Context: an optimization exercise on an open-source flow, tuned for small area, a short achievable clock period and few clock cycles. The choices shown serve that exercise and are no tape-out recipe.
No functional check of the RTL was part of this run.
Power figures rest on the tool's default switching activity, not on a simulated workload.

==> design/flow/design.v <==
module nb_tx_top #(parameter TBS = 16 , parameter G = 132, parameter Qm = 2, parameter rv_indx = 0)
    (
        output logic                  e_k,
        output logic                  RM_Valid,
        input logic                   i_data_crc,
        input logic                   i_clk_crc,
                                      i_rst_crc
    );
    logic [3:0]  lo;
    logic [9:0]  hi;
    logic [15:0] d;
    logic [16:0] m, mq;
    logic        din, load, e_en, enq, v_nxt;
    assign din = i_data_crc;
    always_ff @(posedge i_clk_crc, negedge i_rst_crc)
        if (!i_rst_crc) begin
            lo <= 4'd0;
            hi <= 10'd1;
        end else begin
            lo <= (lo == 4'd8) ? 4'd0 : {lo[2:0], ~(lo[3] ^ lo[2])};
            if (lo == 4'd8) hi <= {hi[8:0], 1'b0};
        end
    always_ff @(posedge i_clk_crc)
        d <= {d[14:0], load ? din : d[15]};
    always_ff @(posedge i_clk_crc, negedge i_rst_crc)
        if (!i_rst_crc) RM_Valid <= 1'b0;
        else RM_Valid <= v_nxt;
    always_ff @(posedge i_clk_crc)
        mq <= m;
    always_ff @(posedge i_clk_crc, negedge i_rst_crc)
        if (!i_rst_crc) enq <= 1'b0;
        else enq <= e_en;
    always_ff @(posedge i_clk_crc, negedge i_rst_crc)
        if (!i_rst_crc) e_k <= 1'b0;
        else if (enq) e_k <= ^({din, d} & mq);
    assign load = hi[0]
        | (hi[1] & ((lo == 4'd0)));
    assign v_nxt = (hi[0] & ((lo == 4'd2) | (lo == 4'd4) | (lo == 4'd5) | (lo == 4'd8) | (lo == 4'd9) | (lo == 4'd10)))
        | hi[1]
        | hi[2]
        | hi[3]
        | hi[4]
        | hi[5]
        | hi[6]
        | hi[7]
        | hi[8]
        | (hi[9] & ((lo == 4'd0) | (lo == 4'd1) | (lo == 4'd3) | (lo == 4'd7) | (lo == 4'd13) | (lo == 4'd14)));
    assign e_en = (hi[0] & ((lo == 4'd4) | (lo == 4'd5) | (lo == 4'd8)))
        | (hi[1] & ((lo == 4'd0) | (lo == 4'd2) | (lo == 4'd3) | (lo == 4'd6) | (lo == 4'd7) | (lo == 4'd8) | (lo == 4'd10) | (lo == 4'd11) | (lo == 4'd12) | (lo == 4'd14)))
        | (hi[2] & ((lo == 4'd0) | (lo == 4'd1) | (lo == 4'd4) | (lo == 4'd5) | (lo == 4'd6) | (lo == 4'd7) | (lo == 4'd9) | (lo == 4'd12) | (lo == 4'd13) | (lo == 4'd14)))
        | (hi[3] & ((lo == 4'd0) | (lo == 4'd1) | (lo == 4'd2) | (lo == 4'd3) | (lo == 4'd8) | (lo == 4'd9) | (lo == 4'd10) | (lo == 4'd11) | (lo == 4'd12) | (lo == 4'd13) | (lo == 4'd14)))
        | (hi[4] & ((lo == 4'd1) | (lo == 4'd2) | (lo == 4'd3) | (lo == 4'd5) | (lo == 4'd6) | (lo == 4'd7) | (lo == 4'd9) | (lo == 4'd11) | (lo == 4'd13)))
        | (hi[5] & ((lo == 4'd1) | (lo == 4'd2) | (lo == 4'd3) | (lo == 4'd4) | (lo == 4'd5) | (lo == 4'd8) | (lo == 4'd9) | (lo == 4'd10) | (lo == 4'd11) | (lo == 4'd13)))
        | (hi[6] & ((lo == 4'd2) | (lo == 4'd3) | (lo == 4'd4) | (lo == 4'd5) | (lo == 4'd6) | (lo == 4'd7) | (lo == 4'd8) | (lo == 4'd10) | (lo == 4'd11) | (lo == 4'd13) | (lo == 4'd14)))
        | (hi[7] & ((lo == 4'd0) | (lo == 4'd4) | (lo == 4'd5) | (lo == 4'd6) | (lo == 4'd7) | (lo == 4'd8) | (lo == 4'd10) | (lo == 4'd12) | (lo == 4'd14)))
        | (hi[8] & ((lo == 4'd0) | (lo == 4'd1) | (lo == 4'd4) | (lo == 4'd6) | (lo == 4'd8) | (lo == 4'd9) | (lo == 4'd10) | (lo == 4'd11) | (lo == 4'd12) | (lo == 4'd13) | (lo == 4'd14)))
        | (hi[9] & ((lo == 4'd0) | (lo == 4'd1) | (lo == 4'd3) | (lo == 4'd11) | (lo == 4'd13)));
    assign m[0] = (hi[0] & ((lo == 4'd4) | (lo == 4'd5)))
        | (hi[1] & ((lo == 4'd3) | (lo == 4'd12)))
        | (hi[2] & ((lo == 4'd5) | (lo == 4'd9) | (lo == 4'd12)))
        | (hi[3] & ((lo == 4'd9) | (lo == 4'd10)))
        | (hi[4] & ((lo == 4'd1) | (lo == 4'd2) | (lo == 4'd11)))
        | (hi[5] & ((lo == 4'd5) | (lo == 4'd10)))
        | (hi[6] & ((lo == 4'd2) | (lo == 4'd3) | (lo == 4'd4) | (lo == 4'd8) | (lo == 4'd10) | (lo == 4'd13) | (lo == 4'd14)))
        | (hi[7] & ((lo == 4'd4) | (lo == 4'd5) | (lo == 4'd6) | (lo == 4'd7) | (lo == 4'd8) | (lo == 4'd10)))
        | (hi[8] & ((lo == 4'd0) | (lo == 4'd4) | (lo == 4'd10) | (lo == 4'd12) | (lo == 4'd13) | (lo == 4'd14)))
        | (hi[9] & ((lo == 4'd1)));
    assign m[1] = (hi[1] & ((lo == 4'd2) | (lo == 4'd6) | (lo == 4'd7)))
        | (hi[2] & ((lo == 4'd0) | (lo == 4'd4) | (lo == 4'd9)))
        | (hi[3] & ((lo == 4'd0) | (lo == 4'd1) | (lo == 4'd2) | (lo == 4'd13) | (lo == 4'd14)))
        | (hi[4] & ((lo == 4'd1) | (lo == 4'd3) | (lo == 4'd11)))
        | (hi[5] & ((lo == 4'd2) | (lo == 4'd4) | (lo == 4'd5) | (lo == 4'd9) | (lo == 4'd11)))
        | (hi[6] & ((lo == 4'd6) | (lo == 4'd7) | (lo == 4'd8) | (lo == 4'd11) | (lo == 4'd13) | (lo == 4'd14)))
        | (hi[7] & ((lo == 4'd0) | (lo == 4'd5) | (lo == 4'd6) | (lo == 4'd10) | (lo == 4'd12)))
        | (hi[8] & ((lo == 4'd1) | (lo == 4'd4) | (lo == 4'd8) | (lo == 4'd10) | (lo == 4'd11) | (lo == 4'd12) | (lo == 4'd14)))
        | (hi[9] & ((lo == 4'd0) | (lo == 4'd1) | (lo == 4'd3) | (lo == 4'd11) | (lo == 4'd13)));
    assign m[2] = (hi[0] & ((lo == 4'd8)))
        | (hi[1] & ((lo == 4'd6) | (lo == 4'd8) | (lo == 4'd10) | (lo == 4'd12)))
        | (hi[2] & ((lo == 4'd7) | (lo == 4'd14)))
        | (hi[3] & ((lo == 4'd1) | (lo == 4'd9) | (lo == 4'd10) | (lo == 4'd13) | (lo == 4'd14)))
        | (hi[4] & ((lo == 4'd1) | (lo == 4'd5)))
        | (hi[5] & ((lo == 4'd1) | (lo == 4'd3) | (lo == 4'd4) | (lo == 4'd5) | (lo == 4'd10) | (lo == 4'd13)))
        | (hi[6] & ((lo == 4'd2) | (lo == 4'd3) | (lo == 4'd8) | (lo == 4'd11) | (lo == 4'd14)))
        | (hi[7] & ((lo == 4'd6) | (lo == 4'd7) | (lo == 4'd8) | (lo == 4'd10) | (lo == 4'd14)))
        | (hi[8] & ((lo == 4'd1) | (lo == 4'd6) | (lo == 4'd9) | (lo == 4'd10) | (lo == 4'd11)))
        | (hi[9] & ((lo == 4'd1) | (lo == 4'd11) | (lo == 4'd13)));
    assign m[3] = (hi[1] & ((lo == 4'd6) | (lo == 4'd7) | (lo == 4'd12)))
        | (hi[2] & ((lo == 4'd12)))
        | (hi[3] & ((lo == 4'd2) | (lo == 4'd8) | (lo == 4'd9) | (lo == 4'd13) | (lo == 4'd14)))
        | (hi[4] & ((lo == 4'd3) | (lo == 4'd5) | (lo == 4'd11) | (lo == 4'd13)))
        | (hi[5] & ((lo == 4'd1) | (lo == 4'd2) | (lo == 4'd4) | (lo == 4'd10) | (lo == 4'd11)))
        | (hi[6] & ((lo == 4'd3) | (lo == 4'd6) | (lo == 4'd13) | (lo == 4'd14)))
        | (hi[7] & ((lo == 4'd4) | (lo == 4'd6) | (lo == 4'd7) | (lo == 4'd8) | (lo == 4'd10)))
        | (hi[8] & ((lo == 4'd0) | (lo == 4'd4) | (lo == 4'd6) | (lo == 4'd10) | (lo == 4'd11) | (lo == 4'd12) | (lo == 4'd13) | (lo == 4'd14)))
        | (hi[9] & ((lo == 4'd1) | (lo == 4'd11) | (lo == 4'd13)));
    assign m[4] = (hi[0] & ((lo == 4'd4)))
        | (hi[1] & ((lo == 4'd2) | (lo == 4'd3) | (lo == 4'd7)))
        | (hi[2] & ((lo == 4'd0) | (lo == 4'd5) | (lo == 4'd12) | (lo == 4'd14)))
        | (hi[3] & ((lo == 4'd1) | (lo == 4'd9) | (lo == 4'd14)))
        | (hi[4] & ((lo == 4'd2) | (lo == 4'd3) | (lo == 4'd11)))
        | (hi[5] & ((lo == 4'd1) | (lo == 4'd2) | (lo == 4'd3) | (lo == 4'd8) | (lo == 4'd9) | (lo == 4'd10) | (lo == 4'd11) | (lo == 4'd13)))
        | (hi[6] & ((lo == 4'd2) | (lo == 4'd3) | (lo == 4'd13) | (lo == 4'd14)))
        | (hi[7] & ((lo == 4'd0) | (lo == 4'd4) | (lo == 4'd7) | (lo == 4'd10) | (lo == 4'd14)))
        | (hi[8] & ((lo == 4'd1) | (lo == 4'd4) | (lo == 4'd6) | (lo == 4'd9) | (lo == 4'd11) | (lo == 4'd12) | (lo == 4'd13) | (lo == 4'd14)))
        | (hi[9] & ((lo == 4'd1) | (lo == 4'd13)));
    assign m[5] = (hi[0] & ((lo == 4'd4) | (lo == 4'd8)))
        | (hi[1] & ((lo == 4'd2) | (lo == 4'd3) | (lo == 4'd6) | (lo == 4'd7) | (lo == 4'd12)))
        | (hi[2] & ((lo == 4'd0) | (lo == 4'd5) | (lo == 4'd9)))
        | (hi[3] & ((lo == 4'd0) | (lo == 4'd10)))
        | (hi[4] & ((lo == 4'd3)))
        | (hi[5] & ((lo == 4'd1) | (lo == 4'd2) | (lo == 4'd4) | (lo == 4'd10)))
        | (hi[6] & ((lo == 4'd2) | (lo == 4'd3) | (lo == 4'd4) | (lo == 4'd5) | (lo == 4'd8) | (lo == 4'd10) | (lo == 4'd13)))
        | (hi[7] & ((lo == 4'd4) | (lo == 4'd5) | (lo == 4'd6) | (lo == 4'd7) | (lo == 4'd10) | (lo == 4'd12) | (lo == 4'd14)))
        | (hi[8] & ((lo == 4'd0) | (lo == 4'd1) | (lo == 4'd4) | (lo == 4'd6) | (lo == 4'd8) | (lo == 4'd9) | (lo == 4'd10) | (lo == 4'd11) | (lo == 4'd14)))
        | (hi[9] & ((lo == 4'd0) | (lo == 4'd1) | (lo == 4'd13)));
    assign m[6] = (hi[1] & ((lo == 4'd2) | (lo == 4'd3) | (lo == 4'd7) | (lo == 4'd8) | (lo == 4'd11) | (lo == 4'd12)))
        | (hi[2] & ((lo == 4'd7)))
        | (hi[3] & ((lo == 4'd0) | (lo == 4'd1) | (lo == 4'd9) | (lo == 4'd10)))
        | (hi[4] & ((lo == 4'd3) | (lo == 4'd11)))
        | (hi[5] & ((lo == 4'd1) | (lo == 4'd5) | (lo == 4'd9) | (lo == 4'd13)))
        | (hi[6] & ((lo == 4'd3) | (lo == 4'd4) | (lo == 4'd5) | (lo == 4'd7) | (lo == 4'd8) | (lo == 4'd11) | (lo == 4'd13)))
        | (hi[7] & ((lo == 4'd0) | (lo == 4'd4) | (lo == 4'd5) | (lo == 4'd7) | (lo == 4'd8) | (lo == 4'd10) | (lo == 4'd12)))
        | (hi[8] & ((lo == 4'd4) | (lo == 4'd6) | (lo == 4'd8) | (lo == 4'd9) | (lo == 4'd11) | (lo == 4'd14)))
        | (hi[9] & ((lo == 4'd3) | (lo == 4'd11) | (lo == 4'd13)));
    assign m[7] = (hi[1] & ((lo == 4'd7) | (lo == 4'd8)))
        | (hi[2] & ((lo == 4'd0) | (lo == 4'd7) | (lo == 4'd12)))
        | (hi[3] & ((lo == 4'd2) | (lo == 4'd10) | (lo == 4'd12)))
        | (hi[4] & ((lo == 4'd1) | (lo == 4'd2) | (lo == 4'd5) | (lo == 4'd11) | (lo == 4'd13)))
        | (hi[5] & ((lo == 4'd2) | (lo == 4'd3) | (lo == 4'd4) | (lo == 4'd5) | (lo == 4'd9)))
        | (hi[6] & ((lo == 4'd2) | (lo == 4'd4) | (lo == 4'd6) | (lo == 4'd7) | (lo == 4'd8) | (lo == 4'd11)))
        | (hi[7] & ((lo == 4'd4) | (lo == 4'd5) | (lo == 4'd7) | (lo == 4'd8)))
        | (hi[8] & ((lo == 4'd0) | (lo == 4'd4) | (lo == 4'd8) | (lo == 4'd9) | (lo == 4'd10) | (lo == 4'd12) | (lo == 4'd14)))
        | (hi[9] & ((lo == 4'd0) | (lo == 4'd3) | (lo == 4'd11)));
    assign m[8] = (hi[0] & ((lo == 4'd4) | (lo == 4'd8)))
        | (hi[1] & ((lo == 4'd2) | (lo == 4'd3) | (lo == 4'd6) | (lo == 4'd7) | (lo == 4'd12)))
        | (hi[2] & ((lo == 4'd6) | (lo == 4'd12)))
        | (hi[3] & ((lo == 4'd2)))
        | (hi[4] & ((lo == 4'd3) | (lo == 4'd5) | (lo == 4'd11) | (lo == 4'd13)))
        | (hi[5] & ((lo == 4'd1) | (lo == 4'd2) | (lo == 4'd4) | (lo == 4'd8) | (lo == 4'd10) | (lo == 4'd11) | (lo == 4'd13)))
        | (hi[6] & ((lo == 4'd2) | (lo == 4'd4) | (lo == 4'd5) | (lo == 4'd6) | (lo == 4'd8) | (lo == 4'd10)))
        | (hi[7] & ((lo == 4'd6) | (lo == 4'd8) | (lo == 4'd12) | (lo == 4'd14)))
        | (hi[8] & ((lo == 4'd0) | (lo == 4'd4) | (lo == 4'd6) | (lo == 4'd9) | (lo == 4'd12) | (lo == 4'd13)))
        | (hi[9] & ((lo == 4'd0) | (lo == 4'd1)));
    assign m[9] = (hi[0] & ((lo == 4'd4) | (lo == 4'd8)))
        | (hi[1] & ((lo == 4'd3) | (lo == 4'd12)))
        | (hi[2] & ((lo == 4'd0) | (lo == 4'd5) | (lo == 4'd9) | (lo == 4'd12)))
        | (hi[3] & ((lo == 4'd0) | (lo == 4'd2) | (lo == 4'd9) | (lo == 4'd10) | (lo == 4'd13) | (lo == 4'd14)))
        | (hi[4] & ((lo == 4'd3) | (lo == 4'd9)))
        | (hi[5] & ((lo == 4'd1) | (lo == 4'd2) | (lo == 4'd9) | (lo == 4'd10)))
        | (hi[6] & ((lo == 4'd2) | (lo == 4'd3) | (lo == 4'd5) | (lo == 4'd7) | (lo == 4'd14)))
        | (hi[7] & ((lo == 4'd4) | (lo == 4'd10) | (lo == 4'd12) | (lo == 4'd14)))
        | (hi[8] & ((lo == 4'd1) | (lo == 4'd4) | (lo == 4'd6) | (lo == 4'd10) | (lo == 4'd12) | (lo == 4'd13)))
        | (hi[9] & ((lo == 4'd0) | (lo == 4'd11) | (lo == 4'd13)));
    assign m[10] = (hi[0] & ((lo == 4'd4) | (lo == 4'd8)))
        | (hi[1] & ((lo == 4'd2) | (lo == 4'd6) | (lo == 4'd8)))
        | (hi[2] & ((lo == 4'd7) | (lo == 4'd9) | (lo == 4'd14)))
        | (hi[3] & ((lo == 4'd0) | (lo == 4'd1) | (lo == 4'd2) | (lo == 4'd14)))
        | (hi[4] & ((lo == 4'd3)))
        | (hi[5] & ((lo == 4'd3) | (lo == 4'd10)))
        | (hi[6] & ((lo == 4'd6) | (lo == 4'd8) | (lo == 4'd10) | (lo == 4'd11)))
        | (hi[7] & ((lo == 4'd5) | (lo == 4'd6) | (lo == 4'd7) | (lo == 4'd8) | (lo == 4'd10) | (lo == 4'd14)))
        | (hi[8] & ((lo == 4'd0) | (lo == 4'd1) | (lo == 4'd8) | (lo == 4'd9) | (lo == 4'd10)))
        | (hi[9] & ((lo == 4'd3) | (lo == 4'd13)));
    assign m[11] = (hi[1] & ((lo == 4'd2) | (lo == 4'd3) | (lo == 4'd8)))
        | (hi[2] & ((lo == 4'd0) | (lo == 4'd7) | (lo == 4'd9) | (lo == 4'd12)))
        | (hi[3] & ((lo == 4'd0) | (lo == 4'd1) | (lo == 4'd9) | (lo == 4'd10)))
        | (hi[4] & ((lo == 4'd1) | (lo == 4'd2) | (lo == 4'd5) | (lo == 4'd11) | (lo == 4'd13)))
        | (hi[5] & ((lo == 4'd1) | (lo == 4'd2) | (lo == 4'd4) | (lo == 4'd5) | (lo == 4'd11) | (lo == 4'd13)))
        | (hi[6] & ((lo == 4'd2) | (lo == 4'd3) | (lo == 4'd4) | (lo == 4'd5) | (lo == 4'd7) | (lo == 4'd11) | (lo == 4'd13)))
        | (hi[7] & ((lo == 4'd0) | (lo == 4'd5) | (lo == 4'd6) | (lo == 4'd7) | (lo == 4'd12)))
        | (hi[8] & ((lo == 4'd0) | (lo == 4'd1) | (lo == 4'd11) | (lo == 4'd12) | (lo == 4'd13) | (lo == 4'd14)))
        | (hi[9] & ((lo == 4'd0) | (lo == 4'd3) | (lo == 4'd13)));
    assign m[12] = (hi[0] & ((lo == 4'd8)))
        | (hi[1] & ((lo == 4'd0) | (lo == 4'd2) | (lo == 4'd6) | (lo == 4'd8) | (lo == 4'd14)))
        | (hi[2] & ((lo == 4'd0) | (lo == 4'd5) | (lo == 4'd7) | (lo == 4'd9)))
        | (hi[3] & ((lo == 4'd2) | (lo == 4'd10)))
        | (hi[4] & ((lo == 4'd3) | (lo == 4'd5) | (lo == 4'd13)))
        | (hi[5] & ((lo == 4'd1) | (lo == 4'd3) | (lo == 4'd5)))
        | (hi[6] & ((lo == 4'd2) | (lo == 4'd7) | (lo == 4'd8) | (lo == 4'd10) | (lo == 4'd11)))
        | (hi[7] & ((lo == 4'd0) | (lo == 4'd7) | (lo == 4'd8)))
        | (hi[8] & ((lo == 4'd0) | (lo == 4'd6) | (lo == 4'd8) | (lo == 4'd13) | (lo == 4'd14)))
        | (hi[9] & ((lo == 4'd0) | (lo == 4'd1) | (lo == 4'd3) | (lo == 4'd13)));
    assign m[13] = (hi[1] & ((lo == 4'd6) | (lo == 4'd7) | (lo == 4'd12)))
        | (hi[2] & ((lo == 4'd0) | (lo == 4'd9)))
        | (hi[3] & ((lo == 4'd3) | (lo == 4'd9) | (lo == 4'd10) | (lo == 4'd11) | (lo == 4'd13)))
        | (hi[4] & ((lo == 4'd1) | (lo == 4'd11) | (lo == 4'd13)))
        | (hi[5] & ((lo == 4'd1) | (lo == 4'd2) | (lo == 4'd3) | (lo == 4'd4) | (lo == 4'd8) | (lo == 4'd9) | (lo == 4'd10) | (lo == 4'd11)))
        | (hi[6] & ((lo == 4'd2) | (lo == 4'd3) | (lo == 4'd4) | (lo == 4'd5) | (lo == 4'd6) | (lo == 4'd7) | (lo == 4'd8) | (lo == 4'd10) | (lo == 4'd11) | (lo == 4'd14)))
        | (hi[7] & ((lo == 4'd0) | (lo == 4'd6) | (lo == 4'd10) | (lo == 4'd12) | (lo == 4'd14)))
        | (hi[8] & ((lo == 4'd1) | (lo == 4'd4) | (lo == 4'd6) | (lo == 4'd8) | (lo == 4'd9) | (lo == 4'd10) | (lo == 4'd12) | (lo == 4'd13)))
        | (hi[9] & ((lo == 4'd0) | (lo == 4'd1) | (lo == 4'd3) | (lo == 4'd11) | (lo == 4'd13)));
    assign m[14] = (hi[0] & ((lo == 4'd8)))
        | (hi[1] & ((lo == 4'd2) | (lo == 4'd3) | (lo == 4'd6) | (lo == 4'd12)))
        | (hi[2] & ((lo == 4'd1) | (lo == 4'd9) | (lo == 4'd12) | (lo == 4'd13) | (lo == 4'd14)))
        | (hi[3] & ((lo == 4'd2) | (lo == 4'd9) | (lo == 4'd13)))
        | (hi[4] & ((lo == 4'd1) | (lo == 4'd3) | (lo == 4'd5)))
        | (hi[5] & ((lo == 4'd4) | (lo == 4'd5) | (lo == 4'd8) | (lo == 4'd9) | (lo == 4'd13)))
        | (hi[6] & ((lo == 4'd5) | (lo == 4'd13)))
        | (hi[7] & ((lo == 4'd4) | (lo == 4'd7) | (lo == 4'd8) | (lo == 4'd14)))
        | (hi[8] & ((lo == 4'd0) | (lo == 4'd8) | (lo == 4'd9) | (lo == 4'd10) | (lo == 4'd12) | (lo == 4'd14)))
        | (hi[9] & ((lo == 4'd3) | (lo == 4'd11)));
    assign m[15] = (hi[1] & ((lo == 4'd2) | (lo == 4'd3) | (lo == 4'd6)))
        | (hi[2] & ((lo == 4'd0) | (lo == 4'd12) | (lo == 4'd14)))
        | (hi[3] & ((lo == 4'd1) | (lo == 4'd9) | (lo == 4'd10) | (lo == 4'd14)))
        | (hi[4] & ((lo == 4'd1) | (lo == 4'd2) | (lo == 4'd3) | (lo == 4'd6) | (lo == 4'd7) | (lo == 4'd11)))
        | (hi[5] & ((lo == 4'd1) | (lo == 4'd3) | (lo == 4'd5) | (lo == 4'd9) | (lo == 4'd13)))
        | (hi[6] & ((lo == 4'd2) | (lo == 4'd4) | (lo == 4'd5) | (lo == 4'd6) | (lo == 4'd13) | (lo == 4'd14)))
        | (hi[7] & ((lo == 4'd0) | (lo == 4'd6) | (lo == 4'd8)))
        | (hi[8] & ((lo == 4'd6) | (lo == 4'd8) | (lo == 4'd9) | (lo == 4'd13)))
        | (hi[9] & ((lo == 4'd3) | (lo == 4'd13)));
    assign m[16] = (hi[0] & ((lo == 4'd8)));
endmodule
==> design/flow/run.sh <==
#!/bin/bash
# synth_recipe.tcl (not shown) runs the flow's synth.tcl, then flattens the netlist and writes it again
# the make line also repeats each setting of config.mk as NAME=value (left out here)
make -C /OpenROAD-flow-scripts/flow DESIGN_CONFIG=/design/flow/config.mk WORK_HOME=/design/flow/orfs CLKGATE_MAP_FILE= SYNTH_SCRIPT=/design/flow/synth_recipe.tcl finish
==> design/flow/config.mk <==
export PLATFORM = sky130hd
export DESIGN_NAME = nb_tx_top
export DESIGN_NICKNAME = nb_tx_top
export VERILOG_FILES = /design/flow/design.v
export SDC_FILE = /design/flow/constraint.sdc
export NUM_CORES = 4
export LEC_CHECK = 0
export ABC_AREA = 1
export CAP_MARGIN = 20
export CORE_MARGIN = 2
export CORE_UTILIZATION = 30
export PLACE_DENSITY = 0.5
export SETUP_SLACK_MARGIN = 4.5
export SLEW_MARGIN = 20
==> design/flow/constraint.sdc <==
create_clock -name core_clock -period 7.0 [get_ports {i_clk_crc}]
set_input_delay 1.4000 -clock core_clock [delete_from_list [all_inputs] [get_ports {i_clk_crc}]]
set_output_delay 1.4000 -clock core_clock [all_outputs]
set_load 0.01 [all_outputs]
==> impl_metrics.ini <==
[sta]
fmax_ghz = 0.406
final_max_slew_viol_count = 0
fin_crit_sh_pct = 35.2
fin_crit_ns = 2.46
finalClockSkew_ns = 0.00773
tns_ns = 0
whs_ns = 0.351
setup_viol = 0
rsz0062_at_grt = yes
final.setup.worst_slack_ns = 4.54
worst_pin_slew_ns = 0.805
report.final.hold_viol_count = 0
max_slew_margin_pct = 46.2

[finish]
drive_gt1_share_pct = 9.56
final_util_pct = 33.6
final_cells = 764
area_growth_pct = 8.92
n_antenna_cell = 0
nNetsFinal = 602

[floorplanning]
row_count = 40
core_sq_um = 12100
dieArea_sq_um = 13300
num_io_pins = 5
die_w_um = 115
start_util_pct = 30.8
die_h_um = 115

[setup_path]
cp.required_ns = 7.18
crit_arrival_ns = 2.64
startpoint_type = flop
path_common_cell = nand2_1
critPathMaxStageDelay_ns = 0.38
crit_type = flop to flop
path_max_fanout = 13
reg2regPathDepth = 9
cp-end-kind = flop
r2r_setup_slack_ns = 4.54
r2r-start = lo[2]
cp.buffers_inverters = 1
cp_cell_sequence = inv_1 > ha_1 > nand2_4 > nand2_2 > o21ai_1 > and2_1 > nand2_1 > nor3_1 > nand2_1
timing.rr.end = mq[1]
crit_slowest_cell = ha_1
cp_top_family = simple AND/OR/NAND/NOR gates

[logic_synthesis]
synth.top_cells.by_area = nand2_1 21%, dfxtp_1 18%, dfrtp_1 11%
synth_seq_cells = 50
synth_area_leader_cell = nand2_1
yosysTopAreaCellShare_pct = 20.7
synth.avg_cell_area_sq_um = 6.22
synthArstFlopShare_pct = 34.0
yosys_warnings = 1
syn-cell-area_sq_um = 3720
syn_nets = 605
seq_area_frac_synth_pct = 29.2
synth_edf_count = 0
synth_cell_types = 37
syn_inst = 598
ys.flop_type = dfxtp_1

[global_routing]
gr-usage-all-layers_pct = 28.4
grt_pass1_wl_um = 26800
antenna_found_initial = 0
grt_max_degree = 22
grt_pass1_vias = 4140
grt_overflow = 0

[hold_path]
whs_path_depth = 0
hold_path.class = flop to flop
holdPathEnd = d[3]
hp-start = d[2]

[run_status]
status = timing/DRC/antenna clean

[placement]
hpwlAfterDp_um = 14000
dp_cells = 749
numPortBuffers = 4
gp_congestion = 1.08
dp_slack_ns = 4.54

[clock_tree]
path_clk_slew_ns = 0.07
cts_tree = built
tritoncts_num_sinks = 50
htree_levels = 2
clock_path_buffers = 2
numCtsBuffers = 5
root_buffer = clkbuf_16
insertion_delay_ns = 0.30

[detailed_routing]
drt_iter0_drc = 840
detail_route.drc_violations = 0
avgViaCountPerCell = 5.83
num_vias = 4454
wl_per_cell_um = 24.3
met2_length_um = 7970
wl_met1_um = 7150
dr_wl_met3_um = 1810
top_layer_used = met4
antenna_left = 0
wl_um = 18500
first_pass_iters = 6

[pwr]
p_per_area_nw_per_um2 = 131
leakagePower_nw = 2.27
peakVddDrop_v = 0.0000737

[run]
drv_cap = 0
==> per-layer routing <==
metal  global-route usage, %  vias up
li1                        -     1957
met1                    35.3     2031
met2                    43.8      356
met3                    6.27      110
met4                    19.3        0
met5                       0        -
==> layout by cell type, fill, tap and decap left out, types with 2 or more instances in the layout <==
master,count
nand4_1,16
o21ai_2,2
inv_4,3
dfrtp_1,16
nand2_2,12
nand3_1,21
clkdlybuf4s50_1,2
a31oi_1,12
o31ai_1,8
nand2_4,7
and2_1,2
dfxtp_1,33
o2111ai_1,8
o21ai_1,12
inv_1,63
a21oi_1,34
o21ai_0,39
inv_2,8
buf_4,6
nor2_4,3
ha_1,4
clkinv_1,2
nor2_2,5
a211oi_1,2
dlygate4sd2_1,2
clkbuf_16,5
nor3b_1,2
nor2_1,28
nor3_1,24
nand2_1,205
==> registers in the layout (all words and copies together) (netlist names) <==
register,flops
mq,17
d,16
hi,10
lo,4
RM_Valid,1
e_k,1
enq,1
==> kinds of logic after synthesis <==
| family | synth area share, % |
|---|---|
| AOI/OAI and AO/OA | 18.9 |
| buffers and inverters | 10.9 |
| and+or+nand+nor | 39.2 |
| adders and majority gates | 1.35 |
| muxes | 0.303 |
| DFF | 29.2 |
==> cell type report <==
type                    instances  area [sq um]
clock buffers                   5           125
clock inverters                 3          20.0
fillers                      1353          8010
inverters                      75           287
multi-input cells             453          2240
flip-flops and latches         50          1090
well taps                     168           210
repair buffers                 10          82.6
==> cell usage after synthesis, drive strengths merged, types with 2 or more instances <==
cell type	count
nand2	223
inv	73
o21ai	53
nor2	37
a21oi	34
dfxtp	33
nor3	24
nand3	21
dfrtp	16
nand4	16
clkbuf	13
a31oi	12
buf	8
o2111ai	8
o31ai	8
ha	4
a211oi	2
and2	2
clkinv	2
nor3b	2
o211ai	2
==> worst max path at each step <==
| stage | from | end | slack [ns] | cells past startpoint |
|---|---|---|---|---|
| after floorplan | e_k | e_k | 5.22 | 0 |
| after global placement | lo[3] | mq[10] | 4.52 | 9 |
| after detailed placement | i_rst_crc | e_k | 4.54 | 1 |
| after CTS | lo[2] | mq[12] | 4.60 | 10 |
| after global routing | lo[2] | mq[6] | 4.47 | 10 |
| final | lo[2] | mq[1] | 4.54 | 9 |
==> what timing repair did <==
action,CTS,global route
gates resized for setup,2,5
gates cloned,0,1
setup buffers,0,6
setup endpoints to repair,2,10
pin swaps,0,2
hold endpoints to repair,0,0
hold buffers,0,0
==> report_power, final <==
part | internal (W) | leakage [nW] | switching, W
Sequential | 0.000286 | 0.480 | 0
Clock | 0.000133 | 0.0741 | 0.000109
Combinational | 0.000000987 | 1.72 | 0.00000214
==> through the flow <==
step | instance area, sq um | power [W]
global placement | 3850 | 0.000295
detailed placement | 3850 | 0.000295
global route | 4050 | 0.000553
finish | 4050 | 0.000531
floorplan | 3720 | 0.000292
CTS | 3990 | 0.000539

[afterwards: timing with drivers on the ports]
The results above use ideal ports. As a check the final layout listed here was re-extracted and re-timed, cells and wires unchanged. Step 1 assumes that a clkbuf_16 drives the clock port and a buf_2 every other input. Step 2 moves the port delays by t, midway between the first and last clock arrival at a register: inputs arrive t later, outputs are due t later. That takes back most of the time a late clock gives input paths. Three values: no drivers, after step 1, after step 2; two values: the first two.
shift t [ns]: 0.337
setup slack, ns: 4.538 / 4.538 / 4.538
worst setup path at the end: register to register
worst slew at a driven data input, ns: 0.03
After both steps this run still meets setup and hold. The setup slack of this run moves by 0.000 ns with the drivers and by 0.000 ns with both steps.
